Context: an optimization exercise on an open-source flow, tuned for small area, a short achievable clock period and few clock cycles per item. The choices shown serve that exercise and are no tape-out recipe. Function was checked by simulation only, so behaviour that the tests miss may differ from the original. No activity file was given, so power comes from the tool's default toggle rates.

### run.sh
#!/bin/bash
# synth_recipe.tcl (not shown) runs the flow's synth.tcl, then flattens the netlist and writes it again
# the make line also repeats each setting of config.mk as NAME=value (left out here)
make -C /OpenROAD-flow-scripts/flow DESIGN_CONFIG=/design/flow/config.mk WORK_HOME=/design/flow/orfs CLKGATE_MAP_FILE= SYNTH_SCRIPT=/design/flow/synth_recipe.tcl finish
### config.mk
export PLATFORM = sky130hd
export DESIGN_NAME = booth
export DESIGN_NICKNAME = booth
export VERILOG_FILES = /design/flow/design.v
export SDC_FILE = /design/flow/constraint.sdc
export NUM_CORES = 4
export LEC_CHECK = 0
export CAP_MARGIN = 20
export CORE_MARGIN = 2
export CORE_UTILIZATION = 60
export PLACE_DENSITY = 0.7
export SLEW_MARGIN = 20
export SYNTH_HIERARCHICAL = 1
export SYNTH_MINIMUM_KEEP_SIZE = 0
### constraint.sdc
create_clock -name core_clock -period 4.0 [get_ports {clk}]
set_input_delay 0.8000 -clock core_clock [delete_from_list [all_inputs] [get_ports {clk}]]
set_output_delay 0.8000 -clock core_clock [all_outputs]
set_load 0.01 [all_outputs]
### design.v
module booth (
    input  wire        clk  ,
    input  wire        rst_n,
    input  wire [15:0] x    ,
    input  wire [15:0] y    ,
    input  wire        start,
    output wire [31:0] z    ,
    output wire        busy
);
assign busy = 1'b0;
wire one0, two0;
menc ue0 (.y2(y[1]), .y1(y[0]), .y0(1'b0), .one(one0), .two(two0));
wire one1, two1;
menc ue1 (.y2(y[3]), .y1(y[2]), .y0(y[1]), .one(one1), .two(two1));
wire one2, two2;
menc ue2 (.y2(y[5]), .y1(y[4]), .y0(y[3]), .one(one2), .two(two2));
wire one3, two3;
menc ue3 (.y2(y[7]), .y1(y[6]), .y0(y[5]), .one(one3), .two(two3));
wire one4, two4;
menc ue4 (.y2(y[9]), .y1(y[8]), .y0(y[7]), .one(one4), .two(two4));
wire one5, two5;
menc ue5 (.y2(y[11]), .y1(y[10]), .y0(y[9]), .one(one5), .two(two5));
wire one6, two6;
menc ue6 (.y2(y[13]), .y1(y[12]), .y0(y[11]), .one(one6), .two(two6));
wire one7, two7;
menc ue7 (.y2(y[15]), .y1(y[14]), .y0(y[13]), .one(one7), .two(two7));
wire pp0_0;
mbs upp0_0 (.xj(x[0]), .xm(1'b0), .one(one0), .two(two0), .neg(y[1]), .pp(pp0_0));
wire pp0_1;
mbs upp0_1 (.xj(x[1]), .xm(x[0]), .one(one0), .two(two0), .neg(y[1]), .pp(pp0_1));
wire pp0_2;
mbs upp0_2 (.xj(x[2]), .xm(x[1]), .one(one0), .two(two0), .neg(y[1]), .pp(pp0_2));
wire pp0_3;
mbs upp0_3 (.xj(x[3]), .xm(x[2]), .one(one0), .two(two0), .neg(y[1]), .pp(pp0_3));
wire pp0_4;
mbs upp0_4 (.xj(x[4]), .xm(x[3]), .one(one0), .two(two0), .neg(y[1]), .pp(pp0_4));
wire pp0_5;
mbs upp0_5 (.xj(x[5]), .xm(x[4]), .one(one0), .two(two0), .neg(y[1]), .pp(pp0_5));
wire pp0_6;
mbs upp0_6 (.xj(x[6]), .xm(x[5]), .one(one0), .two(two0), .neg(y[1]), .pp(pp0_6));
wire pp0_7;
mbs upp0_7 (.xj(x[7]), .xm(x[6]), .one(one0), .two(two0), .neg(y[1]), .pp(pp0_7));
wire pp0_8;
mbs upp0_8 (.xj(x[8]), .xm(x[7]), .one(one0), .two(two0), .neg(y[1]), .pp(pp0_8));
wire pp0_9;
mbs upp0_9 (.xj(x[9]), .xm(x[8]), .one(one0), .two(two0), .neg(y[1]), .pp(pp0_9));
wire pp0_10;
mbs upp0_10 (.xj(x[10]), .xm(x[9]), .one(one0), .two(two0), .neg(y[1]), .pp(pp0_10));
wire pp0_11;
mbs upp0_11 (.xj(x[11]), .xm(x[10]), .one(one0), .two(two0), .neg(y[1]), .pp(pp0_11));
wire pp0_12;
mbs upp0_12 (.xj(x[12]), .xm(x[11]), .one(one0), .two(two0), .neg(y[1]), .pp(pp0_12));
wire pp0_13;
mbs upp0_13 (.xj(x[13]), .xm(x[12]), .one(one0), .two(two0), .neg(y[1]), .pp(pp0_13));
wire pp0_14;
mbs upp0_14 (.xj(x[14]), .xm(x[13]), .one(one0), .two(two0), .neg(y[1]), .pp(pp0_14));
wire pp0_15;
mbs upp0_15 (.xj(x[15]), .xm(x[14]), .one(one0), .two(two0), .neg(y[1]), .pp(pp0_15));
wire pp0_16;
mbsn upp0_16 (.xj(x[15]), .xm(x[15]), .one(one0), .two(two0), .neg(y[1]), .pp(pp0_16));
wire s0n;
minv us0n (.a(pp0_16), .y(s0n));
wire pp1_0;
mbs upp1_0 (.xj(x[0]), .xm(1'b0), .one(one1), .two(two1), .neg(y[3]), .pp(pp1_0));
wire pp1_1;
mbs upp1_1 (.xj(x[1]), .xm(x[0]), .one(one1), .two(two1), .neg(y[3]), .pp(pp1_1));
wire pp1_2;
mbs upp1_2 (.xj(x[2]), .xm(x[1]), .one(one1), .two(two1), .neg(y[3]), .pp(pp1_2));
wire pp1_3;
mbs upp1_3 (.xj(x[3]), .xm(x[2]), .one(one1), .two(two1), .neg(y[3]), .pp(pp1_3));
wire pp1_4;
mbs upp1_4 (.xj(x[4]), .xm(x[3]), .one(one1), .two(two1), .neg(y[3]), .pp(pp1_4));
wire pp1_5;
mbs upp1_5 (.xj(x[5]), .xm(x[4]), .one(one1), .two(two1), .neg(y[3]), .pp(pp1_5));
wire pp1_6;
mbs upp1_6 (.xj(x[6]), .xm(x[5]), .one(one1), .two(two1), .neg(y[3]), .pp(pp1_6));
wire pp1_7;
mbs upp1_7 (.xj(x[7]), .xm(x[6]), .one(one1), .two(two1), .neg(y[3]), .pp(pp1_7));
wire pp1_8;
mbs upp1_8 (.xj(x[8]), .xm(x[7]), .one(one1), .two(two1), .neg(y[3]), .pp(pp1_8));
wire pp1_9;
mbs upp1_9 (.xj(x[9]), .xm(x[8]), .one(one1), .two(two1), .neg(y[3]), .pp(pp1_9));
wire pp1_10;
mbs upp1_10 (.xj(x[10]), .xm(x[9]), .one(one1), .two(two1), .neg(y[3]), .pp(pp1_10));
wire pp1_11;
mbs upp1_11 (.xj(x[11]), .xm(x[10]), .one(one1), .two(two1), .neg(y[3]), .pp(pp1_11));
wire pp1_12;
mbs upp1_12 (.xj(x[12]), .xm(x[11]), .one(one1), .two(two1), .neg(y[3]), .pp(pp1_12));
wire pp1_13;
mbs upp1_13 (.xj(x[13]), .xm(x[12]), .one(one1), .two(two1), .neg(y[3]), .pp(pp1_13));
wire pp1_14;
mbs upp1_14 (.xj(x[14]), .xm(x[13]), .one(one1), .two(two1), .neg(y[3]), .pp(pp1_14));
wire pp1_15;
mbs upp1_15 (.xj(x[15]), .xm(x[14]), .one(one1), .two(two1), .neg(y[3]), .pp(pp1_15));
wire pp1_16;
mbsn upp1_16 (.xj(x[15]), .xm(x[15]), .one(one1), .two(two1), .neg(y[3]), .pp(pp1_16));
wire pp2_0;
mbs upp2_0 (.xj(x[0]), .xm(1'b0), .one(one2), .two(two2), .neg(y[5]), .pp(pp2_0));
wire pp2_1;
mbs upp2_1 (.xj(x[1]), .xm(x[0]), .one(one2), .two(two2), .neg(y[5]), .pp(pp2_1));
wire pp2_2;
mbs upp2_2 (.xj(x[2]), .xm(x[1]), .one(one2), .two(two2), .neg(y[5]), .pp(pp2_2));
wire pp2_3;
mbs upp2_3 (.xj(x[3]), .xm(x[2]), .one(one2), .two(two2), .neg(y[5]), .pp(pp2_3));
wire pp2_4;
mbs upp2_4 (.xj(x[4]), .xm(x[3]), .one(one2), .two(two2), .neg(y[5]), .pp(pp2_4));
wire pp2_5;
mbs upp2_5 (.xj(x[5]), .xm(x[4]), .one(one2), .two(two2), .neg(y[5]), .pp(pp2_5));
wire pp2_6;
mbs upp2_6 (.xj(x[6]), .xm(x[5]), .one(one2), .two(two2), .neg(y[5]), .pp(pp2_6));
wire pp2_7;
mbs upp2_7 (.xj(x[7]), .xm(x[6]), .one(one2), .two(two2), .neg(y[5]), .pp(pp2_7));
wire pp2_8;
mbs upp2_8 (.xj(x[8]), .xm(x[7]), .one(one2), .two(two2), .neg(y[5]), .pp(pp2_8));
wire pp2_9;
mbs upp2_9 (.xj(x[9]), .xm(x[8]), .one(one2), .two(two2), .neg(y[5]), .pp(pp2_9));
wire pp2_10;
mbs upp2_10 (.xj(x[10]), .xm(x[9]), .one(one2), .two(two2), .neg(y[5]), .pp(pp2_10));
wire pp2_11;
mbs upp2_11 (.xj(x[11]), .xm(x[10]), .one(one2), .two(two2), .neg(y[5]), .pp(pp2_11));
wire pp2_12;
mbs upp2_12 (.xj(x[12]), .xm(x[11]), .one(one2), .two(two2), .neg(y[5]), .pp(pp2_12));
wire pp2_13;
mbs upp2_13 (.xj(x[13]), .xm(x[12]), .one(one2), .two(two2), .neg(y[5]), .pp(pp2_13));
wire pp2_14;
mbs upp2_14 (.xj(x[14]), .xm(x[13]), .one(one2), .two(two2), .neg(y[5]), .pp(pp2_14));
wire pp2_15;
mbs upp2_15 (.xj(x[15]), .xm(x[14]), .one(one2), .two(two2), .neg(y[5]), .pp(pp2_15));
wire pp2_16;
mbsn upp2_16 (.xj(x[15]), .xm(x[15]), .one(one2), .two(two2), .neg(y[5]), .pp(pp2_16));
wire pp3_0;
mbs upp3_0 (.xj(x[0]), .xm(1'b0), .one(one3), .two(two3), .neg(y[7]), .pp(pp3_0));
wire pp3_1;
mbs upp3_1 (.xj(x[1]), .xm(x[0]), .one(one3), .two(two3), .neg(y[7]), .pp(pp3_1));
wire pp3_2;
mbs upp3_2 (.xj(x[2]), .xm(x[1]), .one(one3), .two(two3), .neg(y[7]), .pp(pp3_2));
wire pp3_3;
mbs upp3_3 (.xj(x[3]), .xm(x[2]), .one(one3), .two(two3), .neg(y[7]), .pp(pp3_3));
wire pp3_4;
mbs upp3_4 (.xj(x[4]), .xm(x[3]), .one(one3), .two(two3), .neg(y[7]), .pp(pp3_4));
wire pp3_5;
mbs upp3_5 (.xj(x[5]), .xm(x[4]), .one(one3), .two(two3), .neg(y[7]), .pp(pp3_5));
wire pp3_6;
mbs upp3_6 (.xj(x[6]), .xm(x[5]), .one(one3), .two(two3), .neg(y[7]), .pp(pp3_6));
wire pp3_7;
mbs upp3_7 (.xj(x[7]), .xm(x[6]), .one(one3), .two(two3), .neg(y[7]), .pp(pp3_7));
wire pp3_8;
mbs upp3_8 (.xj(x[8]), .xm(x[7]), .one(one3), .two(two3), .neg(y[7]), .pp(pp3_8));
wire pp3_9;
mbs upp3_9 (.xj(x[9]), .xm(x[8]), .one(one3), .two(two3), .neg(y[7]), .pp(pp3_9));
wire pp3_10;
mbs upp3_10 (.xj(x[10]), .xm(x[9]), .one(one3), .two(two3), .neg(y[7]), .pp(pp3_10));
wire pp3_11;
mbs upp3_11 (.xj(x[11]), .xm(x[10]), .one(one3), .two(two3), .neg(y[7]), .pp(pp3_11));
wire pp3_12;
mbs upp3_12 (.xj(x[12]), .xm(x[11]), .one(one3), .two(two3), .neg(y[7]), .pp(pp3_12));
wire pp3_13;
mbs upp3_13 (.xj(x[13]), .xm(x[12]), .one(one3), .two(two3), .neg(y[7]), .pp(pp3_13));
wire pp3_14;
mbs upp3_14 (.xj(x[14]), .xm(x[13]), .one(one3), .two(two3), .neg(y[7]), .pp(pp3_14));
wire pp3_15;
mbs upp3_15 (.xj(x[15]), .xm(x[14]), .one(one3), .two(two3), .neg(y[7]), .pp(pp3_15));
wire pp3_16;
mbsn upp3_16 (.xj(x[15]), .xm(x[15]), .one(one3), .two(two3), .neg(y[7]), .pp(pp3_16));
wire pp4_0;
mbs upp4_0 (.xj(x[0]), .xm(1'b0), .one(one4), .two(two4), .neg(y[9]), .pp(pp4_0));
wire pp4_1;
mbs upp4_1 (.xj(x[1]), .xm(x[0]), .one(one4), .two(two4), .neg(y[9]), .pp(pp4_1));
wire pp4_2;
mbs upp4_2 (.xj(x[2]), .xm(x[1]), .one(one4), .two(two4), .neg(y[9]), .pp(pp4_2));
wire pp4_3;
mbs upp4_3 (.xj(x[3]), .xm(x[2]), .one(one4), .two(two4), .neg(y[9]), .pp(pp4_3));
wire pp4_4;
mbs upp4_4 (.xj(x[4]), .xm(x[3]), .one(one4), .two(two4), .neg(y[9]), .pp(pp4_4));
wire pp4_5;
mbs upp4_5 (.xj(x[5]), .xm(x[4]), .one(one4), .two(two4), .neg(y[9]), .pp(pp4_5));
wire pp4_6;
mbs upp4_6 (.xj(x[6]), .xm(x[5]), .one(one4), .two(two4), .neg(y[9]), .pp(pp4_6));
wire pp4_7;
mbs upp4_7 (.xj(x[7]), .xm(x[6]), .one(one4), .two(two4), .neg(y[9]), .pp(pp4_7));
wire pp4_8;
mbs upp4_8 (.xj(x[8]), .xm(x[7]), .one(one4), .two(two4), .neg(y[9]), .pp(pp4_8));
wire pp4_9;
mbs upp4_9 (.xj(x[9]), .xm(x[8]), .one(one4), .two(two4), .neg(y[9]), .pp(pp4_9));
wire pp4_10;
mbs upp4_10 (.xj(x[10]), .xm(x[9]), .one(one4), .two(two4), .neg(y[9]), .pp(pp4_10));
wire pp4_11;
mbs upp4_11 (.xj(x[11]), .xm(x[10]), .one(one4), .two(two4), .neg(y[9]), .pp(pp4_11));
wire pp4_12;
mbs upp4_12 (.xj(x[12]), .xm(x[11]), .one(one4), .two(two4), .neg(y[9]), .pp(pp4_12));
wire pp4_13;
mbs upp4_13 (.xj(x[13]), .xm(x[12]), .one(one4), .two(two4), .neg(y[9]), .pp(pp4_13));
wire pp4_14;
mbs upp4_14 (.xj(x[14]), .xm(x[13]), .one(one4), .two(two4), .neg(y[9]), .pp(pp4_14));
wire pp4_15;
mbs upp4_15 (.xj(x[15]), .xm(x[14]), .one(one4), .two(two4), .neg(y[9]), .pp(pp4_15));
wire pp4_16;
mbsn upp4_16 (.xj(x[15]), .xm(x[15]), .one(one4), .two(two4), .neg(y[9]), .pp(pp4_16));
wire pp5_0;
mbs upp5_0 (.xj(x[0]), .xm(1'b0), .one(one5), .two(two5), .neg(y[11]), .pp(pp5_0));
wire pp5_1;
mbs upp5_1 (.xj(x[1]), .xm(x[0]), .one(one5), .two(two5), .neg(y[11]), .pp(pp5_1));
wire pp5_2;
mbs upp5_2 (.xj(x[2]), .xm(x[1]), .one(one5), .two(two5), .neg(y[11]), .pp(pp5_2));
wire pp5_3;
mbs upp5_3 (.xj(x[3]), .xm(x[2]), .one(one5), .two(two5), .neg(y[11]), .pp(pp5_3));
wire pp5_4;
mbs upp5_4 (.xj(x[4]), .xm(x[3]), .one(one5), .two(two5), .neg(y[11]), .pp(pp5_4));
wire pp5_5;
mbs upp5_5 (.xj(x[5]), .xm(x[4]), .one(one5), .two(two5), .neg(y[11]), .pp(pp5_5));
wire pp5_6;
mbs upp5_6 (.xj(x[6]), .xm(x[5]), .one(one5), .two(two5), .neg(y[11]), .pp(pp5_6));
wire pp5_7;
mbs upp5_7 (.xj(x[7]), .xm(x[6]), .one(one5), .two(two5), .neg(y[11]), .pp(pp5_7));
wire pp5_8;
mbs upp5_8 (.xj(x[8]), .xm(x[7]), .one(one5), .two(two5), .neg(y[11]), .pp(pp5_8));
wire pp5_9;
mbs upp5_9 (.xj(x[9]), .xm(x[8]), .one(one5), .two(two5), .neg(y[11]), .pp(pp5_9));
wire pp5_10;
mbs upp5_10 (.xj(x[10]), .xm(x[9]), .one(one5), .two(two5), .neg(y[11]), .pp(pp5_10));
wire pp5_11;
mbs upp5_11 (.xj(x[11]), .xm(x[10]), .one(one5), .two(two5), .neg(y[11]), .pp(pp5_11));
wire pp5_12;
mbs upp5_12 (.xj(x[12]), .xm(x[11]), .one(one5), .two(two5), .neg(y[11]), .pp(pp5_12));
wire pp5_13;
mbs upp5_13 (.xj(x[13]), .xm(x[12]), .one(one5), .two(two5), .neg(y[11]), .pp(pp5_13));
wire pp5_14;
mbs upp5_14 (.xj(x[14]), .xm(x[13]), .one(one5), .two(two5), .neg(y[11]), .pp(pp5_14));
wire pp5_15;
mbs upp5_15 (.xj(x[15]), .xm(x[14]), .one(one5), .two(two5), .neg(y[11]), .pp(pp5_15));
wire pp5_16;
mbsn upp5_16 (.xj(x[15]), .xm(x[15]), .one(one5), .two(two5), .neg(y[11]), .pp(pp5_16));
wire pp6_0;
mbs upp6_0 (.xj(x[0]), .xm(1'b0), .one(one6), .two(two6), .neg(y[13]), .pp(pp6_0));
wire pp6_1;
mbs upp6_1 (.xj(x[1]), .xm(x[0]), .one(one6), .two(two6), .neg(y[13]), .pp(pp6_1));
wire pp6_2;
mbs upp6_2 (.xj(x[2]), .xm(x[1]), .one(one6), .two(two6), .neg(y[13]), .pp(pp6_2));
wire pp6_3;
mbs upp6_3 (.xj(x[3]), .xm(x[2]), .one(one6), .two(two6), .neg(y[13]), .pp(pp6_3));
wire pp6_4;
mbs upp6_4 (.xj(x[4]), .xm(x[3]), .one(one6), .two(two6), .neg(y[13]), .pp(pp6_4));
wire pp6_5;
mbs upp6_5 (.xj(x[5]), .xm(x[4]), .one(one6), .two(two6), .neg(y[13]), .pp(pp6_5));
wire pp6_6;
mbs upp6_6 (.xj(x[6]), .xm(x[5]), .one(one6), .two(two6), .neg(y[13]), .pp(pp6_6));
wire pp6_7;
mbs upp6_7 (.xj(x[7]), .xm(x[6]), .one(one6), .two(two6), .neg(y[13]), .pp(pp6_7));
wire pp6_8;
mbs upp6_8 (.xj(x[8]), .xm(x[7]), .one(one6), .two(two6), .neg(y[13]), .pp(pp6_8));
wire pp6_9;
mbs upp6_9 (.xj(x[9]), .xm(x[8]), .one(one6), .two(two6), .neg(y[13]), .pp(pp6_9));
wire pp6_10;
mbs upp6_10 (.xj(x[10]), .xm(x[9]), .one(one6), .two(two6), .neg(y[13]), .pp(pp6_10));
wire pp6_11;
mbs upp6_11 (.xj(x[11]), .xm(x[10]), .one(one6), .two(two6), .neg(y[13]), .pp(pp6_11));
wire pp6_12;
mbs upp6_12 (.xj(x[12]), .xm(x[11]), .one(one6), .two(two6), .neg(y[13]), .pp(pp6_12));
wire pp6_13;
mbs upp6_13 (.xj(x[13]), .xm(x[12]), .one(one6), .two(two6), .neg(y[13]), .pp(pp6_13));
wire pp6_14;
mbs upp6_14 (.xj(x[14]), .xm(x[13]), .one(one6), .two(two6), .neg(y[13]), .pp(pp6_14));
wire pp6_15;
mbs upp6_15 (.xj(x[15]), .xm(x[14]), .one(one6), .two(two6), .neg(y[13]), .pp(pp6_15));
wire pp6_16;
mbsn upp6_16 (.xj(x[15]), .xm(x[15]), .one(one6), .two(two6), .neg(y[13]), .pp(pp6_16));
wire pp7_0;
mbs upp7_0 (.xj(x[0]), .xm(1'b0), .one(one7), .two(two7), .neg(y[15]), .pp(pp7_0));
wire pp7_1;
mbs upp7_1 (.xj(x[1]), .xm(x[0]), .one(one7), .two(two7), .neg(y[15]), .pp(pp7_1));
wire pp7_2;
mbs upp7_2 (.xj(x[2]), .xm(x[1]), .one(one7), .two(two7), .neg(y[15]), .pp(pp7_2));
wire pp7_3;
mbs upp7_3 (.xj(x[3]), .xm(x[2]), .one(one7), .two(two7), .neg(y[15]), .pp(pp7_3));
wire pp7_4;
mbs upp7_4 (.xj(x[4]), .xm(x[3]), .one(one7), .two(two7), .neg(y[15]), .pp(pp7_4));
wire pp7_5;
mbs upp7_5 (.xj(x[5]), .xm(x[4]), .one(one7), .two(two7), .neg(y[15]), .pp(pp7_5));
wire pp7_6;
mbs upp7_6 (.xj(x[6]), .xm(x[5]), .one(one7), .two(two7), .neg(y[15]), .pp(pp7_6));
wire pp7_7;
mbs upp7_7 (.xj(x[7]), .xm(x[6]), .one(one7), .two(two7), .neg(y[15]), .pp(pp7_7));
wire pp7_8;
mbs upp7_8 (.xj(x[8]), .xm(x[7]), .one(one7), .two(two7), .neg(y[15]), .pp(pp7_8));
wire pp7_9;
mbs upp7_9 (.xj(x[9]), .xm(x[8]), .one(one7), .two(two7), .neg(y[15]), .pp(pp7_9));
wire pp7_10;
mbs upp7_10 (.xj(x[10]), .xm(x[9]), .one(one7), .two(two7), .neg(y[15]), .pp(pp7_10));
wire pp7_11;
mbs upp7_11 (.xj(x[11]), .xm(x[10]), .one(one7), .two(two7), .neg(y[15]), .pp(pp7_11));
wire pp7_12;
mbs upp7_12 (.xj(x[12]), .xm(x[11]), .one(one7), .two(two7), .neg(y[15]), .pp(pp7_12));
wire pp7_13;
mbs upp7_13 (.xj(x[13]), .xm(x[12]), .one(one7), .two(two7), .neg(y[15]), .pp(pp7_13));
wire pp7_14;
mbs upp7_14 (.xj(x[14]), .xm(x[13]), .one(one7), .two(two7), .neg(y[15]), .pp(pp7_14));
wire pp7_15;
mbs upp7_15 (.xj(x[15]), .xm(x[14]), .one(one7), .two(two7), .neg(y[15]), .pp(pp7_15));
wire pp7_16;
mbsn upp7_16 (.xj(x[15]), .xm(x[15]), .one(one7), .two(two7), .neg(y[15]), .pp(pp7_16));
wire s1, c2;
mha us1 (.a(y[3]), .b(pp0_2), .s(s1), .co(c2));
wire s3, c4;
mha us3 (.a(pp0_3), .b(pp1_1), .s(s3), .co(c4));
wire s5, c6;
mfa us5 (.a(y[5]), .b(pp0_4), .c(pp1_2), .s(s5), .co(c6));
wire s7, c8;
mha us7 (.a(pp2_0), .b(c4), .s(s7), .co(c8));
wire s9, c10;
mfa us9 (.a(pp0_5), .b(pp1_3), .c(pp2_1), .s(s9), .co(c10));
wire s11, c12;
mha us11 (.a(c6), .b(c8), .s(s11), .co(c12));
wire s13, c14;
mfa us13 (.a(y[7]), .b(pp0_6), .c(pp1_4), .s(s13), .co(c14));
wire s15, c16;
mfa us15 (.a(pp2_2), .b(pp3_0), .c(c10), .s(s15), .co(c16));
wire s17, c18;
mha us17 (.a(s13), .b(c12), .s(s17), .co(c18));
wire s19, c20;
mfa us19 (.a(pp0_7), .b(pp1_5), .c(pp2_3), .s(s19), .co(c20));
wire s21, c22;
mfa us21 (.a(pp3_1), .b(c14), .c(s19), .s(s21), .co(c22));
wire s23, c24;
mha us23 (.a(c16), .b(c18), .s(s23), .co(c24));
wire s25, c26;
mfa us25 (.a(y[9]), .b(pp0_8), .c(pp1_6), .s(s25), .co(c26));
wire s27, c28;
mfa us27 (.a(pp2_4), .b(pp3_2), .c(pp4_0), .s(s27), .co(c28));
wire s29, c30;
mfa us29 (.a(c20), .b(s25), .c(s27), .s(s29), .co(c30));
wire s31, c32;
mha us31 (.a(c22), .b(s29), .s(s31), .co(c32));
wire s33, c34;
mfa us33 (.a(pp0_9), .b(pp1_7), .c(pp2_5), .s(s33), .co(c34));
wire s35, c36;
mfa us35 (.a(pp3_3), .b(pp4_1), .c(c26), .s(s35), .co(c36));
wire s37, c38;
mfa us37 (.a(c28), .b(s33), .c(s35), .s(s37), .co(c38));
wire s39, c40;
mha us39 (.a(c30), .b(c32), .s(s39), .co(c40));
wire s41, c42;
mfa us41 (.a(y[11]), .b(pp0_10), .c(pp1_8), .s(s41), .co(c42));
wire s43, c44;
mfa us43 (.a(pp2_6), .b(pp3_4), .c(pp4_2), .s(s43), .co(c44));
wire s45, c46;
mfa us45 (.a(pp5_0), .b(c34), .c(s41), .s(s45), .co(c46));
wire s47, c48;
mfa us47 (.a(s43), .b(c36), .c(s45), .s(s47), .co(c48));
wire s49, c50;
mha us49 (.a(c38), .b(c40), .s(s49), .co(c50));
wire s51, c52;
mfa us51 (.a(pp0_11), .b(pp1_9), .c(pp2_7), .s(s51), .co(c52));
wire s53, c54;
mfa us53 (.a(pp3_5), .b(pp4_3), .c(pp5_1), .s(s53), .co(c54));
wire s55, c56;
mfa us55 (.a(c42), .b(c44), .c(s51), .s(s55), .co(c56));
wire s57, c58;
mfa us57 (.a(s53), .b(c46), .c(s55), .s(s57), .co(c58));
wire s59, c60;
mha us59 (.a(c48), .b(s57), .s(s59), .co(c60));
wire s61, c62;
mfa us61 (.a(y[13]), .b(pp0_12), .c(pp1_10), .s(s61), .co(c62));
wire s63, c64;
mfa us63 (.a(pp2_8), .b(pp3_6), .c(pp4_4), .s(s63), .co(c64));
wire s65, c66;
mfa us65 (.a(pp5_2), .b(pp6_0), .c(c52), .s(s65), .co(c66));
wire s67, c68;
mfa us67 (.a(c54), .b(s61), .c(s63), .s(s67), .co(c68));
wire s69, c70;
mfa us69 (.a(s65), .b(c56), .c(s67), .s(s69), .co(c70));
wire s71, c72;
mha us71 (.a(c58), .b(s69), .s(s71), .co(c72));
wire s73, c74;
mfa us73 (.a(pp0_13), .b(pp1_11), .c(pp2_9), .s(s73), .co(c74));
wire s75, c76;
mfa us75 (.a(pp3_7), .b(pp4_5), .c(pp5_3), .s(s75), .co(c76));
wire s77, c78;
mfa us77 (.a(pp6_1), .b(c62), .c(c64), .s(s77), .co(c78));
wire s79, c80;
mfa us79 (.a(s73), .b(s75), .c(c66), .s(s79), .co(c80));
wire s81, c82;
mfa us81 (.a(s77), .b(c68), .c(s79), .s(s81), .co(c82));
wire s83, c84;
mha us83 (.a(c70), .b(c72), .s(s83), .co(c84));
wire s85, c86;
mfa us85 (.a(y[15]), .b(pp0_14), .c(pp1_12), .s(s85), .co(c86));
wire s87, c88;
mfa us87 (.a(pp2_10), .b(pp3_8), .c(pp4_6), .s(s87), .co(c88));
wire s89, c90;
mfa us89 (.a(pp5_4), .b(pp6_2), .c(pp7_0), .s(s89), .co(c90));
wire s91, c92;
mfa us91 (.a(c74), .b(c76), .c(s85), .s(s91), .co(c92));
wire s93, c94;
mfa us93 (.a(s87), .b(s89), .c(c78), .s(s93), .co(c94));
wire s95, c96;
mfa us95 (.a(s91), .b(c80), .c(s93), .s(s95), .co(c96));
wire s97, c98;
mha us97 (.a(c82), .b(s95), .s(s97), .co(c98));
wire s99, c100;
mfa us99 (.a(pp0_15), .b(pp1_13), .c(pp2_11), .s(s99), .co(c100));
wire s101, c102;
mfa us101 (.a(pp3_9), .b(pp4_7), .c(pp5_5), .s(s101), .co(c102));
wire s103, c104;
mfa us103 (.a(pp6_3), .b(pp7_1), .c(c86), .s(s103), .co(c104));
wire s105, c106;
mfa us105 (.a(c88), .b(c90), .c(s99), .s(s105), .co(c106));
wire s107, c108;
mfa us107 (.a(s101), .b(s103), .c(c92), .s(s107), .co(c108));
wire s109, c110;
mfa us109 (.a(s105), .b(c94), .c(s107), .s(s109), .co(c110));
wire s111, c112;
mha us111 (.a(c96), .b(s109), .s(s111), .co(c112));
wire s113, c114;
mfa us113 (.a(s0n), .b(pp1_14), .c(pp2_12), .s(s113), .co(c114));
wire s115, c116;
mfa us115 (.a(pp3_10), .b(pp4_8), .c(pp5_6), .s(s115), .co(c116));
wire s117, c118;
mfa us117 (.a(pp6_4), .b(pp7_2), .c(c100), .s(s117), .co(c118));
wire s119, c120;
mfa us119 (.a(c102), .b(s113), .c(s115), .s(s119), .co(c120));
wire s121, c122;
mfa us121 (.a(c104), .b(s117), .c(c106), .s(s121), .co(c122));
wire s123, c124;
mfa us123 (.a(s119), .b(c108), .c(s121), .s(s123), .co(c124));
wire s125, c126;
mha us125 (.a(c110), .b(s123), .s(s125), .co(c126));
wire s127, c128;
mfa us127 (.a(s0n), .b(pp1_15), .c(pp2_13), .s(s127), .co(c128));
wire s129, c130;
mfa us129 (.a(pp3_11), .b(pp4_9), .c(pp5_7), .s(s129), .co(c130));
wire s131, c132;
mfa us131 (.a(pp6_5), .b(pp7_3), .c(c114), .s(s131), .co(c132));
wire s133, c134;
mfa us133 (.a(c116), .b(s127), .c(s129), .s(s133), .co(c134));
wire s135, c136;
mfa us135 (.a(c118), .b(s131), .c(c120), .s(s135), .co(c136));
wire s137, c138;
mfa us137 (.a(s133), .b(c122), .c(s135), .s(s137), .co(c138));
wire s139, c140;
mha us139 (.a(c124), .b(s137), .s(s139), .co(c140));
wire s141, c142;
mfa us141 (.a(pp0_16), .b(pp1_16), .c(pp2_14), .s(s141), .co(c142));
wire s143, c144;
mfa us143 (.a(pp3_12), .b(pp4_10), .c(pp5_8), .s(s143), .co(c144));
wire s145, c146;
mfa us145 (.a(pp6_6), .b(pp7_4), .c(c128), .s(s145), .co(c146));
wire s147, c148;
mfa us147 (.a(c130), .b(s141), .c(s143), .s(s147), .co(c148));
wire s149, c150;
mfa us149 (.a(c132), .b(s145), .c(c134), .s(s149), .co(c150));
wire s151, c152;
mfa us151 (.a(s147), .b(c136), .c(s149), .s(s151), .co(c152));
wire s153, c154;
mha us153 (.a(c138), .b(s151), .s(s153), .co(c154));
wire s155;
minv us155 (.a(pp2_15), .y(s155));
wire s156, c157;
mfa us156 (.a(pp3_13), .b(pp4_11), .c(pp5_9), .s(s156), .co(c157));
wire s158, c159;
mfa us158 (.a(pp6_7), .b(pp7_5), .c(s155), .s(s158), .co(c159));
wire s160, c161;
mfa us160 (.a(c142), .b(c144), .c(s156), .s(s160), .co(c161));
wire s162, c163;
mfa us162 (.a(s158), .b(c146), .c(c148), .s(s162), .co(c163));
wire s164, c165;
mfa us164 (.a(s160), .b(c150), .c(s162), .s(s164), .co(c165));
wire s166, c167;
mha us166 (.a(c152), .b(s164), .s(s166), .co(c167));
wire s168, c169;
mfa us168 (.a(pp2_16), .b(pp3_14), .c(pp4_12), .s(s168), .co(c169));
wire s170, c171;
mfa us170 (.a(pp5_10), .b(pp6_8), .c(pp7_6), .s(s170), .co(c171));
wire s172, c173;
mfa us172 (.a(pp2_15), .b(c157), .c(s168), .s(s172), .co(c173));
wire s174, c175;
mfa us174 (.a(s170), .b(c159), .c(c161), .s(s174), .co(c175));
wire s176, c177;
mfa us176 (.a(s172), .b(c163), .c(s174), .s(s176), .co(c177));
wire s178, c179;
mha us178 (.a(c165), .b(s176), .s(s178), .co(c179));
wire s180;
minv us180 (.a(pp3_15), .y(s180));
wire s181, c182;
mfa us181 (.a(pp4_13), .b(pp5_11), .c(pp6_9), .s(s181), .co(c182));
wire s183, c184;
mfa us183 (.a(pp7_7), .b(s180), .c(c169), .s(s183), .co(c184));
wire s185, c186;
mfa us185 (.a(c171), .b(s181), .c(s183), .s(s185), .co(c186));
wire s187, c188;
mfa us187 (.a(c173), .b(c175), .c(s185), .s(s187), .co(c188));
wire s189, c190;
mha us189 (.a(c177), .b(s187), .s(s189), .co(c190));
wire s191, c192;
mfa us191 (.a(pp3_16), .b(pp4_14), .c(pp5_12), .s(s191), .co(c192));
wire s193, c194;
mfa us193 (.a(pp6_10), .b(pp7_8), .c(pp3_15), .s(s193), .co(c194));
wire s195, c196;
mfa us195 (.a(c182), .b(s191), .c(s193), .s(s195), .co(c196));
wire s197, c198;
mfa us197 (.a(c184), .b(s195), .c(c186), .s(s197), .co(c198));
wire s199, c200;
mha us199 (.a(c188), .b(s197), .s(s199), .co(c200));
wire s201;
minv us201 (.a(pp4_15), .y(s201));
wire s202, c203;
mfa us202 (.a(pp5_13), .b(pp6_11), .c(pp7_9), .s(s202), .co(c203));
wire s204, c205;
mfa us204 (.a(s201), .b(c192), .c(c194), .s(s204), .co(c205));
wire s206, c207;
mfa us206 (.a(s202), .b(s204), .c(c196), .s(s206), .co(c207));
wire s208, c209;
mha us208 (.a(s206), .b(c198), .s(s208), .co(c209));
wire s210, c211;
mfa us210 (.a(pp4_16), .b(pp5_14), .c(pp6_12), .s(s210), .co(c211));
wire s212, c213;
mfa us212 (.a(pp7_10), .b(pp4_15), .c(c203), .s(s212), .co(c213));
wire s214, c215;
mfa us214 (.a(s210), .b(c205), .c(s212), .s(s214), .co(c215));
wire s216, c217;
mha us216 (.a(c207), .b(s214), .s(s216), .co(c217));
wire s218;
minv us218 (.a(pp5_15), .y(s218));
wire s219, c220;
mfa us219 (.a(pp6_13), .b(pp7_11), .c(s218), .s(s219), .co(c220));
wire s221, c222;
mfa us221 (.a(c211), .b(s219), .c(c213), .s(s221), .co(c222));
wire s223, c224;
mha us223 (.a(c215), .b(s221), .s(s223), .co(c224));
wire s225, c226;
mfa us225 (.a(pp5_16), .b(pp6_14), .c(pp7_12), .s(s225), .co(c226));
wire s227, c228;
mfa us227 (.a(pp5_15), .b(s225), .c(c220), .s(s227), .co(c228));
wire s229, c230;
mha us229 (.a(s227), .b(c222), .s(s229), .co(c230));
wire s231;
minv us231 (.a(pp6_15), .y(s231));
wire s232, c233;
mfa us232 (.a(pp7_13), .b(s231), .c(c226), .s(s232), .co(c233));
wire s234, c235;
mha us234 (.a(s232), .b(c228), .s(s234), .co(c235));
wire s236, c237;
mfa us236 (.a(pp6_16), .b(pp7_14), .c(pp6_15), .s(s236), .co(c237));
wire s238, c239;
mha us238 (.a(s236), .b(c233), .s(s238), .co(c239));
wire s240;
minv us240 (.a(pp7_15), .y(s240));
wire s241, c242;
mha us241 (.a(s240), .b(c237), .s(s241), .co(c242));
wire s243, c244;
mha us243 (.a(pp7_16), .b(pp7_15), .s(s243), .co(c244));
wire s245;
minv us245 (.a(c244), .y(s245));
wire lp246, lg247;
mha ulp246 (.a(pp0_0), .b(y[1]), .s(lp246), .co(lg247));
wire lp248, lg249;
mha ulp248 (.a(pp1_0), .b(s1), .s(lp248), .co(lg249));
wire lp250, lg251;
mha ulp250 (.a(c2), .b(s3), .s(lp250), .co(lg251));
wire lp252, lg253;
mha ulp252 (.a(s5), .b(s7), .s(lp252), .co(lg253));
wire lp254, lg255;
mha ulp254 (.a(s9), .b(s11), .s(lp254), .co(lg255));
wire lp256, lg257;
mha ulp256 (.a(s15), .b(s17), .s(lp256), .co(lg257));
wire lp258, lg259;
mha ulp258 (.a(s21), .b(s23), .s(lp258), .co(lg259));
wire lp260, lg261;
mha ulp260 (.a(c24), .b(s31), .s(lp260), .co(lg261));
wire lp262, lg263;
mha ulp262 (.a(s37), .b(s39), .s(lp262), .co(lg263));
wire lq264;
mand ulq264 (.a(lp248), .b(pp0_1), .y(lq264));
wire lg265;
mao ulg265 (.g1(lg253), .p1(lp252), .g0(lg251), .g(lg265));
wire lq266;
mand ulq266 (.a(lp252), .b(lp250), .y(lq266));
wire lg267;
mao ulg267 (.g1(lg257), .p1(lp256), .g0(lg255), .g(lg267));
wire lq268;
mand ulq268 (.a(lp256), .b(lp254), .y(lq268));
wire lg269;
mao ulg269 (.g1(lg261), .p1(lp260), .g0(lg259), .g(lg269));
wire lq270;
mand ulq270 (.a(lp260), .b(lp258), .y(lq270));
wire la271;
mand ula271 (.a(pp0_1), .b(lg247), .y(la271));
wire lg272;
mao ulg272 (.g1(lg249), .p1(lq264), .g0(lg247), .g(lg272));
wire lg273;
mao ulg273 (.g1(lg255), .p1(lp254), .g0(lg265), .g(lg273));
wire lq274;
mand ulq274 (.a(lp254), .b(lq266), .y(lq274));
wire lg275;
mao ulg275 (.g1(lg267), .p1(lq268), .g0(lg265), .g(lg275));
wire lq276;
mand ulq276 (.a(lq268), .b(lq266), .y(lq276));
wire lg277;
mao ulg277 (.g1(lg263), .p1(lp262), .g0(lg269), .g(lg277));
wire lq278;
mand ulq278 (.a(lp262), .b(lq270), .y(lq278));
wire lg279;
mao ulg279 (.g1(lg251), .p1(lp250), .g0(lg272), .g(lg279));
wire lg280;
mao ulg280 (.g1(lg265), .p1(lq266), .g0(lg272), .g(lg280));
wire lg281;
mao ulg281 (.g1(lg273), .p1(lq274), .g0(lg272), .g(lg281));
wire lg282;
mao ulg282 (.g1(lg275), .p1(lq276), .g0(lg272), .g(lg282));
wire lg283;
mao ulg283 (.g1(lg259), .p1(lp258), .g0(lg282), .g(lg283));
wire lg284;
mao ulg284 (.g1(lg269), .p1(lq270), .g0(lg282), .g(lg284));
wire lg285;
mao ulg285 (.g1(lg277), .p1(lq278), .g0(lg282), .g(lg285));
wire ls286;
mxor uls286 (.a(pp0_1), .b(lg247), .y(ls286));
wire ls287;
mxor uls287 (.a(lp248), .b(la271), .y(ls287));
wire ls288;
mxor uls288 (.a(lp250), .b(lg272), .y(ls288));
wire ls289;
mxor uls289 (.a(lp252), .b(lg279), .y(ls289));
wire ls290;
mxor uls290 (.a(lp254), .b(lg280), .y(ls290));
wire ls291;
mxor uls291 (.a(lp256), .b(lg281), .y(ls291));
wire ls292;
mxor uls292 (.a(lp258), .b(lg282), .y(ls292));
wire ls293;
mxor uls293 (.a(lp260), .b(lg283), .y(ls293));
wire ls294;
mxor uls294 (.a(lp262), .b(lg284), .y(ls294));
reg [10:0] qlo;
reg [21:0] qa;
reg [20:0] qb;
wire hp295, hg296;
mha uhp295 (.a(qa[0]), .b(qb[0]), .s(hp295), .co(hg296));
wire hp297, hg298;
mha uhp297 (.a(qa[1]), .b(qb[1]), .s(hp297), .co(hg298));
wire hp299, hg300;
mha uhp299 (.a(qa[2]), .b(qb[2]), .s(hp299), .co(hg300));
wire hp301, hg302;
mha uhp301 (.a(qa[3]), .b(qb[3]), .s(hp301), .co(hg302));
wire hp303, hg304;
mha uhp303 (.a(qa[4]), .b(qb[4]), .s(hp303), .co(hg304));
wire hp305, hg306;
mha uhp305 (.a(qa[5]), .b(qb[5]), .s(hp305), .co(hg306));
wire hp307, hg308;
mha uhp307 (.a(qa[6]), .b(qb[6]), .s(hp307), .co(hg308));
wire hp309, hg310;
mha uhp309 (.a(qa[7]), .b(qb[7]), .s(hp309), .co(hg310));
wire hp311, hg312;
mha uhp311 (.a(qa[8]), .b(qb[8]), .s(hp311), .co(hg312));
wire hp313, hg314;
mha uhp313 (.a(qa[9]), .b(qb[9]), .s(hp313), .co(hg314));
wire hp315, hg316;
mha uhp315 (.a(qa[10]), .b(qb[10]), .s(hp315), .co(hg316));
wire hp317, hg318;
mha uhp317 (.a(qa[11]), .b(qb[11]), .s(hp317), .co(hg318));
wire hp319, hg320;
mha uhp319 (.a(qa[12]), .b(qb[12]), .s(hp319), .co(hg320));
wire hp321, hg322;
mha uhp321 (.a(qa[13]), .b(qb[13]), .s(hp321), .co(hg322));
wire hp323, hg324;
mha uhp323 (.a(qa[14]), .b(qb[14]), .s(hp323), .co(hg324));
wire hp325, hg326;
mha uhp325 (.a(qa[15]), .b(qb[15]), .s(hp325), .co(hg326));
wire hp327, hg328;
mha uhp327 (.a(qa[16]), .b(qb[16]), .s(hp327), .co(hg328));
wire hp329, hg330;
mha uhp329 (.a(qa[17]), .b(qb[17]), .s(hp329), .co(hg330));
wire hp331, hg332;
mha uhp331 (.a(qa[18]), .b(qb[18]), .s(hp331), .co(hg332));
wire hp333, hg334;
mha uhp333 (.a(qa[19]), .b(qb[19]), .s(hp333), .co(hg334));
wire hp335, hg336;
mha uhp335 (.a(qa[20]), .b(qb[20]), .s(hp335), .co(hg336));
wire hg337;
mao uhg337 (.g1(hg296), .p1(hp295), .g0(qlo[10]), .g(hg337));
wire hg338;
mao uhg338 (.g1(hg300), .p1(hp299), .g0(hg298), .g(hg338));
wire hq339;
mand uhq339 (.a(hp299), .b(hp297), .y(hq339));
wire hg340;
mao uhg340 (.g1(hg304), .p1(hp303), .g0(hg302), .g(hg340));
wire hq341;
mand uhq341 (.a(hp303), .b(hp301), .y(hq341));
wire hg342;
mao uhg342 (.g1(hg308), .p1(hp307), .g0(hg306), .g(hg342));
wire hq343;
mand uhq343 (.a(hp307), .b(hp305), .y(hq343));
wire hg344;
mao uhg344 (.g1(hg312), .p1(hp311), .g0(hg310), .g(hg344));
wire hq345;
mand uhq345 (.a(hp311), .b(hp309), .y(hq345));
wire hg346;
mao uhg346 (.g1(hg316), .p1(hp315), .g0(hg314), .g(hg346));
wire hq347;
mand uhq347 (.a(hp315), .b(hp313), .y(hq347));
wire hg348;
mao uhg348 (.g1(hg320), .p1(hp319), .g0(hg318), .g(hg348));
wire hq349;
mand uhq349 (.a(hp319), .b(hp317), .y(hq349));
wire hg350;
mao uhg350 (.g1(hg324), .p1(hp323), .g0(hg322), .g(hg350));
wire hq351;
mand uhq351 (.a(hp323), .b(hp321), .y(hq351));
wire hg352;
mao uhg352 (.g1(hg328), .p1(hp327), .g0(hg326), .g(hg352));
wire hq353;
mand uhq353 (.a(hp327), .b(hp325), .y(hq353));
wire hg354;
mao uhg354 (.g1(hg332), .p1(hp331), .g0(hg330), .g(hg354));
wire hq355;
mand uhq355 (.a(hp331), .b(hp329), .y(hq355));
wire hg356;
mao uhg356 (.g1(hg336), .p1(hp335), .g0(hg334), .g(hg356));
wire hq357;
mand uhq357 (.a(hp335), .b(hp333), .y(hq357));
wire hg358;
mao uhg358 (.g1(hg298), .p1(hp297), .g0(hg337), .g(hg358));
wire hg359;
mao uhg359 (.g1(hg338), .p1(hq339), .g0(hg337), .g(hg359));
wire hg360;
mao uhg360 (.g1(hg306), .p1(hp305), .g0(hg340), .g(hg360));
wire hq361;
mand uhq361 (.a(hp305), .b(hq341), .y(hq361));
wire hg362;
mao uhg362 (.g1(hg342), .p1(hq343), .g0(hg340), .g(hg362));
wire hq363;
mand uhq363 (.a(hq343), .b(hq341), .y(hq363));
wire hg364;
mao uhg364 (.g1(hg314), .p1(hp313), .g0(hg344), .g(hg364));
wire hq365;
mand uhq365 (.a(hp313), .b(hq345), .y(hq365));
wire hg366;
mao uhg366 (.g1(hg346), .p1(hq347), .g0(hg344), .g(hg366));
wire hq367;
mand uhq367 (.a(hq347), .b(hq345), .y(hq367));
wire hg368;
mao uhg368 (.g1(hg322), .p1(hp321), .g0(hg348), .g(hg368));
wire hq369;
mand uhq369 (.a(hp321), .b(hq349), .y(hq369));
wire hg370;
mao uhg370 (.g1(hg350), .p1(hq351), .g0(hg348), .g(hg370));
wire hq371;
mand uhq371 (.a(hq351), .b(hq349), .y(hq371));
wire hg372;
mao uhg372 (.g1(hg330), .p1(hp329), .g0(hg352), .g(hg372));
wire hq373;
mand uhq373 (.a(hp329), .b(hq353), .y(hq373));
wire hg374;
mao uhg374 (.g1(hg354), .p1(hq355), .g0(hg352), .g(hg374));
wire hq375;
mand uhq375 (.a(hq355), .b(hq353), .y(hq375));
wire ha376;
mand uha376 (.a(qa[21]), .b(hg356), .y(ha376));
wire hq377;
mand uhq377 (.a(qa[21]), .b(hq357), .y(hq377));
wire hg378;
mao uhg378 (.g1(hg302), .p1(hp301), .g0(hg359), .g(hg378));
wire hg379;
mao uhg379 (.g1(hg340), .p1(hq341), .g0(hg359), .g(hg379));
wire hg380;
mao uhg380 (.g1(hg360), .p1(hq361), .g0(hg359), .g(hg380));
wire hg381;
mao uhg381 (.g1(hg362), .p1(hq363), .g0(hg359), .g(hg381));
wire hg382;
mao uhg382 (.g1(hg318), .p1(hp317), .g0(hg366), .g(hg382));
wire hq383;
mand uhq383 (.a(hp317), .b(hq367), .y(hq383));
wire hg384;
mao uhg384 (.g1(hg348), .p1(hq349), .g0(hg366), .g(hg384));
wire hq385;
mand uhq385 (.a(hq349), .b(hq367), .y(hq385));
wire hg386;
mao uhg386 (.g1(hg368), .p1(hq369), .g0(hg366), .g(hg386));
wire hq387;
mand uhq387 (.a(hq369), .b(hq367), .y(hq387));
wire hg388;
mao uhg388 (.g1(hg370), .p1(hq371), .g0(hg366), .g(hg388));
wire hq389;
mand uhq389 (.a(hq371), .b(hq367), .y(hq389));
wire hg390;
mao uhg390 (.g1(hg334), .p1(hp333), .g0(hg374), .g(hg390));
wire hq391;
mand uhq391 (.a(hp333), .b(hq375), .y(hq391));
wire hg392;
mao uhg392 (.g1(hg356), .p1(hq357), .g0(hg374), .g(hg392));
wire hq393;
mand uhq393 (.a(hq357), .b(hq375), .y(hq393));
wire hg394;
mao uhg394 (.g1(ha376), .p1(hq377), .g0(hg374), .g(hg394));
wire hq395;
mand uhq395 (.a(hq377), .b(hq375), .y(hq395));
wire hg396;
mao uhg396 (.g1(hg310), .p1(hp309), .g0(hg381), .g(hg396));
wire hg397;
mao uhg397 (.g1(hg344), .p1(hq345), .g0(hg381), .g(hg397));
wire hg398;
mao uhg398 (.g1(hg364), .p1(hq365), .g0(hg381), .g(hg398));
wire hg399;
mao uhg399 (.g1(hg366), .p1(hq367), .g0(hg381), .g(hg399));
wire hg400;
mao uhg400 (.g1(hg382), .p1(hq383), .g0(hg381), .g(hg400));
wire hg401;
mao uhg401 (.g1(hg384), .p1(hq385), .g0(hg381), .g(hg401));
wire hg402;
mao uhg402 (.g1(hg386), .p1(hq387), .g0(hg381), .g(hg402));
wire hg403;
mao uhg403 (.g1(hg388), .p1(hq389), .g0(hg381), .g(hg403));
wire hg404;
mao uhg404 (.g1(hg326), .p1(hp325), .g0(hg403), .g(hg404));
wire hg405;
mao uhg405 (.g1(hg352), .p1(hq353), .g0(hg403), .g(hg405));
wire hg406;
mao uhg406 (.g1(hg372), .p1(hq373), .g0(hg403), .g(hg406));
wire hg407;
mao uhg407 (.g1(hg374), .p1(hq375), .g0(hg403), .g(hg407));
wire hg408;
mao uhg408 (.g1(hg390), .p1(hq391), .g0(hg403), .g(hg408));
wire hg409;
mao uhg409 (.g1(hg392), .p1(hq393), .g0(hg403), .g(hg409));
wire hg410;
mao uhg410 (.g1(hg394), .p1(hq395), .g0(hg403), .g(hg410));
wire hs411;
mxor uhs411 (.a(hp295), .b(qlo[10]), .y(hs411));
wire hs412;
mxor uhs412 (.a(hp297), .b(hg337), .y(hs412));
wire hs413;
mxor uhs413 (.a(hp299), .b(hg358), .y(hs413));
wire hs414;
mxor uhs414 (.a(hp301), .b(hg359), .y(hs414));
wire hs415;
mxor uhs415 (.a(hp303), .b(hg378), .y(hs415));
wire hs416;
mxor uhs416 (.a(hp305), .b(hg379), .y(hs416));
wire hs417;
mxor uhs417 (.a(hp307), .b(hg380), .y(hs417));
wire hs418;
mxor uhs418 (.a(hp309), .b(hg381), .y(hs418));
wire hs419;
mxor uhs419 (.a(hp311), .b(hg396), .y(hs419));
wire hs420;
mxor uhs420 (.a(hp313), .b(hg397), .y(hs420));
wire hs421;
mxor uhs421 (.a(hp315), .b(hg398), .y(hs421));
wire hs422;
mxor uhs422 (.a(hp317), .b(hg399), .y(hs422));
wire hs423;
mxor uhs423 (.a(hp319), .b(hg400), .y(hs423));
wire hs424;
mxor uhs424 (.a(hp321), .b(hg401), .y(hs424));
wire hs425;
mxor uhs425 (.a(hp323), .b(hg402), .y(hs425));
wire hs426;
mxor uhs426 (.a(hp325), .b(hg403), .y(hs426));
wire hs427;
mxor uhs427 (.a(hp327), .b(hg404), .y(hs427));
wire hs428;
mxor uhs428 (.a(hp329), .b(hg405), .y(hs428));
wire hs429;
mxor uhs429 (.a(hp331), .b(hg406), .y(hs429));
wire hs430;
mxor uhs430 (.a(hp333), .b(hg407), .y(hs430));
wire hs431;
mxor uhs431 (.a(hp335), .b(hg408), .y(hs431));
wire hs432;
mxor uhs432 (.a(qa[21]), .b(hg409), .y(hs432));
assign z = {hs432, hs431, hs430, hs429, hs428, hs427, hs426, hs425, hs424, hs423, hs422, hs421, hs420, hs419, hs418, hs417, hs416, hs415, hs414, hs413, hs412, hs411, qlo[9], qlo[8], qlo[7], qlo[6], qlo[5], qlo[4], qlo[3], qlo[2], qlo[1], qlo[0]};
always @(posedge clk)
    if (start) begin
        qlo <= {lg285, ls294, ls293, ls292, ls291, ls290, ls289, ls288, ls287, ls286, lp246};
        qa <= {s245, c242, c239, c235, c230, c224, c217, c209, c200, c190, c179, c167, c154, c140, c126, c112, c98, c84, s81, c60, c50, s47};
        qb <= {s243, s241, s238, s234, s229, s223, s216, s208, s199, s189, s178, s166, s153, s139, s125, s111, s97, s83, s71, s59, s49};
    end
endmodule
module menc (input wire y2, input wire y1, input wire y0, output wire one, output wire two);
assign one = y1 ^ y0;
assign two = (y2 & ~y1 & ~y0) | (~y2 & y1 & y0);
endmodule
module mbs (input wire xj, input wire xm, input wire one, input wire two, input wire neg, output wire pp);
assign pp = ((one & xj) | (two & xm)) ^ neg;
endmodule
module mbsn (input wire xj, input wire xm, input wire one, input wire two, input wire neg, output wire pp);
assign pp = ~(((one & xj) | (two & xm)) ^ neg);
endmodule
module mfa (input wire a, input wire b, input wire c, output wire s, output wire co);
assign s  = a ^ b ^ c;
assign co = (a & b) | (a & c) | (b & c);
endmodule
module mha (input wire a, input wire b, output wire s, output wire co);
assign s  = a ^ b;
assign co = a & b;
endmodule
module minv (input wire a, output wire y);
assign y = ~a;
endmodule
module mand (input wire a, input wire b, output wire y);
assign y = a & b;
endmodule
module mxor (input wire a, input wire b, output wire y);
assign y = a ^ b;
endmodule
module mao (input wire g1, input wire p1, input wire g0, output wire g);
assign g = g1 | (p1 & g0);
endmodule
==> impl_metrics.tcl, run 1 <==
set metrics [dict create \
    drcViolationCount 0 \
    wl_met3_um 1634 \
    cts.reportedPaths.clkPinSlew_ps 70 \
    drive_gt1_share_pct 46.14 \
    grtUsageTotal_pct 31.46 \
    syn_area_per_cell_um2 12.67 \
    async_reset_ff_share_pct 0 \
    min_path_type "input port to flip-flop" \
    hold_path_depth 3 \
    final_nets 1089 \
    die_w_um 123.0 \
    arrival_ps 4070 \
    drt-initial-drc-count 426 \
    cts_htree_levels 2 \
    p_switching_w 0.003207 \
    synth_common_cells "a22oi_2, xnor2_1, fa_1, a21o_1, ha_1" \
    synth_edf_count 54 \
    finalSetupViolCount 2 \
    whs_ps 1179 \
    crit_path_end_kind "flip-flop" \
    outcome "complete, but fails checks" \
    clock-root-buffer "clkbuf_16" \
    maxCapViolCount 0 \
    post-route-period-util_pct 100.4 \
    yosysWarnings 7 \
    clkSinkCount 54 \
    max_freq_ghz 0.2491 \
    grt_pass1_wl_um 35910 \
    p_int_w 0.004774 \
    pin_count 68 \
    cts_tree "built" \
    p_leak_nw 4.826 \
    synth_cells 671 \
    place_area_mm2 0.01084 \
    dieArea_mm2 0.01514 \
    grt.overflow.total 0 \
    setup_ws_ps -14.57 \
    core_area_mm2 0.01388 \
    check.faults "setup timing" \
    slew_violations 0 \
    synthMostInstantiatedCell "a22oi_2" \
    wl_met1_um 9636 \
    switching_share_pct 40.19 \
    dieHeight_um 123.0 \
    wl_per_cell_um 22.06 \
    drt_pre_antenna_iters 5 \
    portBuffers 65 \
    hold_violations 0 \
    top_layer "met4" \
    min_period_ps 4015 \
    area_delta_synth_final_pct 38.48 \
    synth_area_leaders "fa_1, a22oi_2, edfxtp_1, xnor2_1, ha_1" \
    required_ps 4060 \
    dp_hpwl_um 16420 \
    synth.top_cell.area_share_pct 21.20 \
    crit_fanout 3 \
    synth_cell_types 14 \
    seq_area_frac_synth_pct 19.08 \
    grt_max_degree 45 \
    drt-total-wl_um 23960 \
    power_density_mw_per_mm2 678.0 \
    ctsLongestPathBuffers 2 \
    ant_nets 0 \
    yosys.area.top_type "fa_1" \
    initial_core_util_pct 61.24 \
    antenna_found_initial 0 \
    synth_seq_cells 54 \
    rows 43 \
    power_frac_clock_pct 6.4 \
    diodes 0 \
    met2_wirelength_um 11950 \
    fillCellCount 704 \
    worstMarginPinSlew_ps 1108 \
    p_comb_share_pct 77.3 \
    cts_buffers 5 \
    via_per_inst 6.062 \
    peakVddDrop_v 0.0005066 \
    gp_congestion 0.9032 \
    fin_area_mm2 0.01177 \
    critical_path_class "input port to flip-flop" \
    synth_flop_cell "edfxtp_1" \
    vias 6583 \
    netlist_area_mm2 0.008501 \
    grt_pass1_vias 6853 \
    relSlewSlack_pct 26.11 \
    seq_power_share_pct 16.3 \
    startpoint_type "input port" \
]
==> power by group through the flow <==
stage               logic [W]  clock network, W  registers [W]
finish                0.00617          0.000511        0.00130
global route          0.00681          0.000535        0.00132
CTS                   0.00609          0.000517        0.00130
detailed placement    0.00595                 0        0.00131
global placement      0.00565                 0        0.00131
floorplan             0.00420                 0        0.00129
==> final timing paths <==
| path | start | to | slack (ps) |
|---|---|---|---|
| hold / removal | y[1] | qlo[0] | 1180 |
| setup / recovery | y[0] | qb[9] | -10 |
==> metal layers <==
| layer | vias to the layer above | global-route usage [%] |
|---|---|---|
| met5 | - | 0 |
| met4 | 0 | 10.80 |
| met3 | 68 | 6.042 |
| met2 | 285 | 52.83 |
| met1 | 3340 | 40.88 |
| li1 | 2890 | - |
==> placed cells by master, fill, tap and decap left out, types with 4 or more instances in the layout <==
master and count:
conb_1 12, ha_1 58, xor2_4 8, fa_2 24, o22ai_4 8, and2_1 32, edfxtp_1 54, fa_1 66
nand2b_4 7, clkbuf_2 5, clkdlybuf4s50_1 49, clkbuf_16 7, buf_2 4, inv_1 7, buf_6 25, nand2_1 6
buf_4 125, buf_12 31, xnor2_2 26, a22oi_2 136, xnor2_1 102, a21o_1 59, xor2_1 37
==> layout make-up <==
type	count	area, um^2	share of cell area (%)
clock buffer	6	128.9	1.095
tap	180	225.2	1.913
inverter	8	30.03	0.2551
timing repair buffer	249	2535	21.53
multi-input combinational	587	7193	61.11
sequential	54	1622	13.78
clock inverter	2	37.54	0.3189
==> worst max-delay path, stage by stage <==
cell	delay (ps)
clkbuf_2	100
buf_6	130
xor2_4	190
a22oi_2	270
xor2_2	280
buf_4	170
fa_2	460
fa_2	380
fa_1	480
fa_1	500
ha_1	310
==> Yosys stat by module, one instance, submodules excluded <==
module,cells inside,copies in the design,area (um^2)
booth,88,1,1873
mand,1,32,6.256
mao,1,59,7.507
mbs,2,128,21.27
mbsn,2,8,21.27
menc,4,8,31.28
mfa,1,90,20.02
mha,1,59,12.51
minv,1,8,3.754
mxor,1,31,8.758
==> timing repair <==
item,CTS,global route
hold buffers,0,0
gates cloned,2,2
gates resized for setup,75,54
setup buffers,28,17
pin swaps,39,52
setup endpoints to repair,28,21
==> registers in the layout, summed over array words and instances (netlist names) <==
signal / cells
qa: 22
qb: 21
qlo: 11
==> metrics by stage <==
stage	setup slack, ps	setup TNS, ps	utilization (%)	std cells	power, W
after floorplan	-34.41	-89.39	-	682	0.005486
after global placement	-601.5	-14240	78.09	1036	0.006956
after detailed placement	-644.8	-16240	78.09	1036	0.007262
after CTS	5.226	0	82.76	1072	0.007908
after global routing	-74.11	-192.4	84.80	1086	0.008666
final	-14.57	-15.71	84.80	1086	0.007981
==> cells by family (layout without fill, tap and decap cells) <==
| group | Yosys count | in the layout | synth area share (%) |
|---|---|---|---|
| XOR/XNOR | 175 | 175 | 18.03 |
| adder cells (fa/ha/maj) | 149 | 149 | 29.88 |
| AND/OR/NAND/NOR | 48 | 48 | 3.297 |
| other | 1 | 12 | 0.04411 |
| flip-flops | 54 | 54 | 19.08 |
| buffers and inverters | 41 | 265 | 3.268 |
| AO/OA/AOI/OAI | 203 | 203 | 26.41 |
Testbench counts, summed over its fixed seeds: cycles 3,200, items 3,200.
==> run 2, diff against run 1 <==
--- a/config.mk
+++ b/config.mk
@@ -7,8 +7,8 @@
 export LEC_CHECK = 0
 export CAP_MARGIN = 20
 export CORE_MARGIN = 2
-export CORE_UTILIZATION = 60
-export PLACE_DENSITY = 0.7
+export CORE_UTILIZATION = 80
+export PLACE_DENSITY = 0.9
 export SLEW_MARGIN = 20
 export SYNTH_HIERARCHICAL = 1
 export SYNTH_MINIMUM_KEEP_SIZE = 0
==> run 2 against run 1 <==
The flow now stops in detailed placement. Synthesized cell count is the same. Area after synthesis did not move.
==> impl_metrics.tcl, run 2 <==
set metrics [dict create \
    syn_area_per_cell_um2 12.67 \
    gp_congestion 0.9410 \
    synth_edf_count 54 \
    synth_flop_cell "edfxtp_1" \
    synth_area_leaders "fa_1, a22oi_2, edfxtp_1, xnor2_1, ha_1" \
    pin_count 68 \
    synth_cell_types 14 \
    dieHeight_um 107.1 \
    synth.top_cell.area_share_pct 21.20 \
    lastStage "detailed placement" \
    yosys.area.top_type "fa_1" \
    rows 37 \
    synthMostInstantiatedCell "a22oi_2" \
    die_w_um 107.1 \
    netlist_area_mm2 0.008501 \
    outcome "stopped before the end" \
    synth_seq_cells 54 \
    synth_cells 671 \
    portBuffers 65 \
    async_reset_ff_share_pct 0 \
    synth_common_cells "a22oi_2, xnor2_1, fa_1, a21o_1, ha_1" \
    seq_area_frac_synth_pct 19.08 \
    initial_core_util_pct 82.34 \
    yosysWarnings 7 \
    tool.error "[ERROR DPL-0038] Utilization greater than 100%, impossible to legalize" \
]
run 2: cell counts after synthesis:
Identical to the previous run, type by type.
run 2: through the flow:
stage / TNS, ps / power [W]
after floorplan: -89.39 / 0.005486
after global placement: -16420 / 0.006811
run 2: kinds of logic after synthesis:
kind of cell             Yosys count  synth area share (%)
AND/OR/NAND/NOR                   48                 3.297
AO/OA/AOI/OAI                    203                 26.41
adder cells (fa/ha/maj)          149                 29.88
flip-flops                        54                 19.08
XOR/XNOR                         175                 18.03
other                              1               0.04411
buffers and inverters             41                 3.268
run 2: worst max-delay path by stage:
stage / from / endpoint / slack, ps / depth (start not counted)
after floorplan: y[8] / qb[7] / -30 / 9
after global placement: y[8] / qb[7] / -680 / 9
run 2: Yosys stat by module, one instance, submodules excluded, excerpt:
module,cell area [um^2],flip-flops and latches,copies in the design
minv,3.754,0,8
mbsn,21.27,0,8
mand,6.256,0,32
menc,31.28,0,8
mao,7.507,0,59
mxor,8.758,0,31
booth,1873,54,1
mbs,21.27,0,128
mha,12.51,0,59
run 2: power by group through the flow:
| stage | Sequential, W | Combinational, W | Clock (W) |
|---|---|---|---|
| 2_1_floorplan | 0.00129 | 0.00420 | 0 |
| 3_3_place_gp | 0.00130 | 0.00551 | 0 |
==> run 3, diff against run 2 <==
==> flow/run.sh (new file) <==
#!/bin/bash
set -euo pipefail
export RECOVER_POWER=50
bash standard.sh > standard.log 2>&1
==> standard.sh (new file) <==
#!/bin/bash
# synth_recipe.tcl (not shown) runs the flow's synth.tcl, then flattens the netlist and writes it again
# the make line also repeats each setting of config.mk as NAME=value (left out here)
make -C /OpenROAD-flow-scripts/flow DESIGN_CONFIG=/design/flow/config.mk WORK_HOME=/design/flow/orfs CLKGATE_MAP_FILE= SYNTH_SCRIPT=/design/flow/synth_recipe.tcl "${@:-finish}"
--- a/config.mk
+++ b/config.mk
@@ -7,8 +7,7 @@
 export LEC_CHECK = 0
 export CAP_MARGIN = 20
 export CORE_MARGIN = 2
-export CORE_UTILIZATION = 80
-export PLACE_DENSITY = 0.9
+export CORE_UTILIZATION = 40
 export SLEW_MARGIN = 20
 export SYNTH_HIERARCHICAL = 1
 export SYNTH_MINIMUM_KEEP_SIZE = 0
removed: run.sh
==> run 3 against run 2 <==
The layout now fails its checks (capacitance limit, slew limit). Synthesized cell count did not move. Area after synthesis did not move.
==> impl_metrics.tcl, run 3 <==
set metrics [dict create \
    outcome "complete, but fails checks" \
    check.faults "capacitance limit, slew limit" \
    synthMostInstantiatedCell "a22oi_2" \
    final_nets 1075 \
    required_ps 4060 \
    grt.overflow.total 0 \
    p_switching_w 0.003102 \
    fin_area_mm2 0.01174 \
    synth_compound_area_share_pct 26.41 \
    worstMarginPinSlew_ps 1670 \
    arrival_ps 3970 \
    synth_seq_cells 54 \
    synth.top_cell.area_share_pct 21.20 \
    synth_cell_types 14 \
    crit_fanout 7 \
    crit_chain "clkbuf_2 -> buf_12 -> buf_12 -> xor2_4 -> buf_12 -> a22oi_2 -> xnor2_1 -> fa_1 -> fa_2 -> fa_1 -> fa_1 -> ha_1" \
    post-route-period-util_pct 97.90 \
    drcViolationCount 0 \
    instances_no_fill 1167 \
    gp_congestion 0.8541 \
    synth_area_leaders "fa_1, a22oi_2, edfxtp_1, xnor2_1, ha_1" \
    synth_cells 671 \
    startpoint_type "input port" \
    seq_power_share_pct 16.5 \
    maxCapViolCount 1 \
    layout_commonest_cell "a22oi_2" \
    cts_buffers 5 \
    cp_slowest_cell "fa_1" \
    synth-xor-area-share_pct 18.03 \
    slowest_delay_ps 530 \
    dieArea_mm2 0.02243 \
    synth-simple-area-share_pct 3.297 \
    portBuffers 65 \
    slew_violations 27 \
    hold_path_depth 3 \
    yosys.area.top_type "fa_1" \
    peakVddDrop_v 0.0003427 \
    cts_htree_levels 2 \
    syn_area_per_cell_um2 12.67 \
    cts.reportedPaths.clkPinSlew_ps 70 \
    grt_pass1_vias 6800 \
    min_path_type "input port to flip-flop" \
    synth_top_family_by_area "adder cells" \
    p_leak_nw 4.700 \
    pin_count 68 \
    max_freq_ghz 0.2554 \
    hold_violations 0 \
    dieHeight_um 149.8 \
    synth_flop_cell "edfxtp_1" \
    synth_edf_count 54 \
    power_frac_clock_pct 6.5 \
    seq_area_frac_synth_pct 19.08 \
    rows 53 \
    yosysWarnings 7 \
    p_int_w 0.004750 \
    initial_core_util_pct 40.57 \
    core_area_mm2 0.02096 \
    netlist_area_mm2 0.008501 \
    rsz0062_at_grt "false" \
    die_w_um 149.8 \
    place_area_mm2 0.01095 \
    synthMuxAreaShare_pct 0 \
    power_density_mw_per_mm2 669.2 \
    async_reset_ff_share_pct 0 \
    cts_tree "built" \
    drt-initial-drc-count 299 \
    clock-root-buffer "clkbuf_16" \
    area_delta_synth_final_pct 38.05 \
    synth_common_cells "a22oi_2, xnor2_1, fa_1, a21o_1, ha_1" \
    synthAdderAreaFrac_pct 29.88 \
    largest_register_ffs 22 \
]
[run 3: per-module statistics from Yosys, one instance, submodules excluded, excerpt]
module,cell area [um^2],cells inside,times used
menc,31.28,4,8
mand,6.256,1,32
mha,12.51,1,59
mao,7.507,1,59
mfa,20.02,1,90
mbs,21.27,2,128
minv,3.754,1,8
booth,1873,88,1
[run 3: worst max-delay path, delay by kind of cell]
family	cells	cell delay (ps)
compound gates	1	190
xor+xnor	2	310
fa+ha+maj	5	2160
buf+inv	4	500
[run 3: metal layers]
| metal | global-route usage (%) | wire length [um] | vias to the layer above |
|---|---|---|---|
| met4 | 5.189 | 298 | 0 |
| met2 | 35.14 | 10940 | 123 |
| met5 | 0 | 0 | - |
| li1 | - | - | 2869 |
| met3 | 2.652 | 782 | 22 |
| met1 | 27.24 | 9920 | 3147 |
[run 3: final cells by class]
type | instances | area [um^2] | share of cell area, %
multi-input cells | 587 | 7178 | 61.17
repair buffers | 235 | 2392 | 20.39
flip-flops and latches | 54 | 1622 | 13.82
well taps | 275 | 344.1 | 2.932
clock buffers | 5 | 125.1 | 1.066
clock inverters | 3 | 43.79 | 0.3732
inverters | 8 | 30.03 | 0.2559
[run 3: kinds of logic after synthesis]
logic type	count (synthesis)
adders and majority gates	149
and+or+nand+nor	48
buffers and inverters	41
AOI/OAI and AO/OA	203
DFF	54
xor gates and xnor gates	175
other	1
[run 3: path summary, 6_finish.rpt]
check / start / to
hold / removal: y[1] / qlo[0]
setup / recovery: y[7] / qb[9]
[run 3: metrics by stage]
step	setup slack [ps]	util (%)	power (W)	hold WS, ps	TNS, ps
3_5_place_dp	-737.0	52.27	0.007222	1434	-21430
6_report	83.96	56.00	0.007853	1341	0
2_1_floorplan	-34.41	-	0.005486	912.5	-89.39
5_1_grt	0.1212	56.00	0.008675	1376	0
4_1_cts	3.558	55.19	0.007944	1113	0
3_3_place_gp	-710.3	52.27	0.007057	1422	-19750
[run 3: power by group through the flow]
stage          combinational, W  sequential, W  clock [W]
3_5_place_dp            0.00591        0.00131          0
6_report                0.00605        0.00129   0.000513
5_1_grt                 0.00681        0.00132   0.000547
2_1_floorplan           0.00420        0.00129          0
4_1_cts                 0.00611        0.00130   0.000530
3_3_place_gp            0.00575        0.00131          0
[run 3: what timing repair did]
action	CTS	global route
setup buffers	24	10
hold endpoints to repair	0	0
resized for setup	67	48
gates cloned	1	0
pin swaps	29	26
setup endpoints to repair	32	20

Setup slack of run 3, layout unchanged: 0.084 ns with ideal ports, 0.099 ns with driving cells assumed (clock clkbuf_16, inputs buf_2), -0.252 ns with port delays also shifted by the 0.351 ns mid clock arrival.
